From an optimization exercise on the open Yosys and OpenROAD flow, aimed at small area and a short achievable clock period; shortcuts taken in it are not production practice. In this exercise RTL edits were held to simulation tests only and were not proved equivalent to the original. The clock port is modelled as an ideal driver, which makes a skipped or thinned clock tree look cheaper than it is; a real chip needs a root buffer or a tree. Power and IR drop assume default switching activity.

// IOTDF
module IOTDF( clk, rst, in_en, iot_in, fn_sel, busy, valid, iot_out);
input        clk;
input        rst;
input        in_en;
input  [7:0] iot_in;
input  [2:0] fn_sel;
output     busy;
output reg valid;
output reg [127:0] iot_out;
parameter GRAY2BIN = 3'b001;
parameter FIR      = 3'b010;
assign busy = 1'b0;
reg [9:0] counter;
reg       e2;
reg       f0, f1;
reg [7:0] r1, r2;
reg       par;
reg [11:0] part;
reg [127:0] fir_n;
wire       wrap = (counter[9:6] == 4'b1111);          
wire [3:0] lo   = counter[3:0];                       
wire       e1   = (lo == 4'd0) && (counter[9:4] != 6'd0);
always @(posedge clk or posedge rst) begin
    if (rst) begin
        counter <= 10'd0;
        f0      <= 1'b1;
        f1      <= 1'b0;
        e2      <= 1'b0;
        valid   <= 1'b0;
    end else if (in_en) begin
        counter <= wrap ? 10'd0 : counter + 10'd1;
        f0      <= wrap || (lo == 4'd15);
        f1      <= !wrap && (lo == 4'd0);
        e2      <= e1;
        valid   <= ((fn_sel == GRAY2BIN) && e1) || ((fn_sel == FIR) && e2);
    end
end
function [7:0] g2b;
    input [7:0] g;
    input       p;
    integer i;
    begin
        g2b[7] = p ^ g[7];
        for (i = 6; i >= 0; i = i - 1)
            g2b[i] = g2b[i+1] ^ g[i];
    end
endfunction
wire [11:0] part_nxt = f0 ? 12'd8 :
                       ({1'b0, r1, 3'b000} + {4'b0, r1} + {3'b0, r2, 1'b0} + 12'd8);
wire [11:0] fsum     = {2'b0, r1, 2'b00} + {4'b0, r1} + part;
wire [7:0]  fir_nxt  = fsum[11:4];
always @(posedge clk) begin
    if (in_en) begin
        r1    <= iot_in;
        r2    <= f0 ? 8'd0 : r1;
        par   <= (f1 ? 1'b0 : par) ^ (^r1);
        part  <= part_nxt;
        fir_n <= {fir_n[119:0], ~fir_nxt};
    end
end
wire [7:0] conv_r1 = g2b(r1, par);
wire [7:0] conv_r2 = g2b(r2, 1'b0);
genvar k;
generate
    for (k = 0; k < 16; k = k + 1) begin : lane
        wire       w  = (k == 0)  ? (lo == 4'd2) :
                        (k == 15) ? e1 :
                                    (lo == k + 1);
        wire [7:0] cv = (k == 0) ? conv_r2 : conv_r1;
        wire [7:0] fv = (k == 0) ? {1'b0, ~fir_n[126:120]} : ~fir_n[127-8*k -: 8];
        always @(posedge clk) begin
            if (in_en && (e2 || w))
                iot_out[127-8*k -: 8] <= e2 ? fv : cv;
        end
    end
endgenerate
endmodule
clock: 10.0 ns
lec_check: 0
cap_margin: 20
core_margin: 2
core_utilization: 70
cts_buf_list: sky130_fd_sc_hd__clkbuf_8 sky130_fd_sc_hd__clkbuf_16
cts_cluster_diameter: 100
cts_cluster_size: 30
place_density: 0.8
slew_margin: 20
standard.sh (not shown) runs the stock make flow with config.mk's settings and CLKGATE_MAP_FILE= SYNTH_SCRIPT=/design/flow/synth_recipe.tcl, a recipe that flattens the netlist after the stock synthesis.
==> flow/flow/run.sh <==
#!/bin/bash
set -euo pipefail
MARGIN=$(cat flow/margin.txt)
CTS="-sink_clustering_enable -repair_clock_nets -sink_clustering_size 30"
CTS="$CTS -sink_clustering_max_diameter 100 -dont_use_dummy_load"
CTS="$CTS -buf_list {sky130_fd_sc_hd__clkbuf_8 sky130_fd_sc_hd__clkbuf_16}"
bash standard.sh SETUP_SLACK_MARGIN=$MARGIN \
  "BUFFER_PORTS_ARGS=-buffer_cell sky130_fd_sc_hd__buf_1" \
  "CTS_ARGS=$CTS" \
  POST_CTS_TCL=$PWD/flow/post_cts.tcl finish > standard.log 2>&1
==> flow/flow/margin.txt <==
7.0
==> flow/flow/post_cts.tcl <==
set block [ord::get_db_block]
set root [$block findInst clkbuf_0_clk]
if {$root ne "NULL"} {
  set in_net  [[$root findITerm A] getNet]
  set out_net [[$root findITerm X] getNet]
  set loads {}
  foreach it [$out_net getITerms] {
    if {[$it getInst] ne $root} { lappend loads $it }
  }
  set nload [expr {[llength $loads] + [llength [$in_net getITerms]] - 1}]
  if {$nload <= 4} {
    foreach it $loads {
      $it disconnect
      $it connect $in_net
    }
    odb::dbInst_destroy $root
    odb::dbNet_destroy $out_net
    puts "post_cts: removed clkbuf_0_clk, clock port now drives $nload cell pins"
  } else {
    puts "post_cts: kept clkbuf_0_clk, port would drive $nload cell pins"
  }
}
The starting point went through all stages and came out clean.
==> next run, changes <==
- CORE_UTILIZATION: 70 -> 58
- PLACE_DENSITY: 0.8 -> 0.68
After rerunning: Wire length falls by 5.3%. Synthesized cell count stays the same. Total power fell by 1.3%.
==> next run, changes <==
==> flow/flow/run.sh (replaced) <==
#!/bin/bash
set -euo pipefail
MARGIN=$(cat flow/margin.txt)
bash standard.sh SETUP_SLACK_MARGIN=$MARGIN \
  "BUFFER_PORTS_ARGS=-buffer_cell sky130_fd_sc_hd__buf_1" \
  POST_CTS_TCL=$PWD/flow/post_cts.tcl finish > standard.log 2>&1
- CORE_UTILIZATION: 58 -> 65
- PLACE_DENSITY: 0.68 -> 0.75
What happened: The new run ran to the end with no violations; clock power went up by about 3%; register-to-register slack gains 0.03 ns; synthesized cell count does not change; clock-buffer cell count is unchanged.
==> next run, changes <==
==> flow/flow/run.sh (replaced) <==
#!/bin/bash
set -euo pipefail
MARGIN=$(cat flow/margin.txt)
CTS="-sink_clustering_enable -repair_clock_nets -sink_clustering_size 30"
CTS="$CTS -sink_clustering_max_diameter 100 -dont_use_dummy_load"
CTS="$CTS -buf_list {sky130_fd_sc_hd__clkbuf_8 sky130_fd_sc_hd__clkbuf_16}"
bash standard.sh SETUP_SLACK_MARGIN=$MARGIN \
  "BUFFER_PORTS_ARGS=-buffer_cell sky130_fd_sc_hd__buf_1" \
  "CTS_ARGS=$CTS" \
  POST_CTS_TCL=$PWD/flow/post_cts.tcl finish > standard.log 2>&1
Outcome: Clock-buffer cell count does not change. Area after synthesis stays the same. Wire length went down by 0.48%. Flip-flop and latch count does not change.

what the ideal ports hide:
The flow's constraints put no driver on any port. The routed layouts listed below were extracted and timed again, unchanged, in two steps.
Step 1: set_driving_cell puts a clkbuf_16 on clk and a buf_2 on each other input, an assumption about the parent block.
Step 2 also shifts input and output timing later by t, the mid clock arrival at the registers, as if the neighbouring blocks saw the same clock.
Three values: ideal ports, drivers, drivers and shift; two values: the first two.
run	t, ns	setup slack, ns	slew at the worst register clock pin (ns)	worst data-port slew with drivers (ns)	cell pins on the clock port's net
the first run	0.397	6.995 / 6.995 / 6.668	0.12 / 0.12	0.04	2
the second run	0.403	6.996 / 6.996 / 6.697	0.11 / 0.11	0.03	2
the third run	0.401	7.028 / 7.009 / 6.673	0.11 / 0.11	0.03	2
the fourth run	0.401	7.016 / 7.009 / 6.676	0.11 / 0.11	0.03	2
After both steps every run listed still meets setup and hold. For the third run, which loses most, drivers alone change the setup slack by -0.019 ns; drivers and shift together by -0.355 ns.
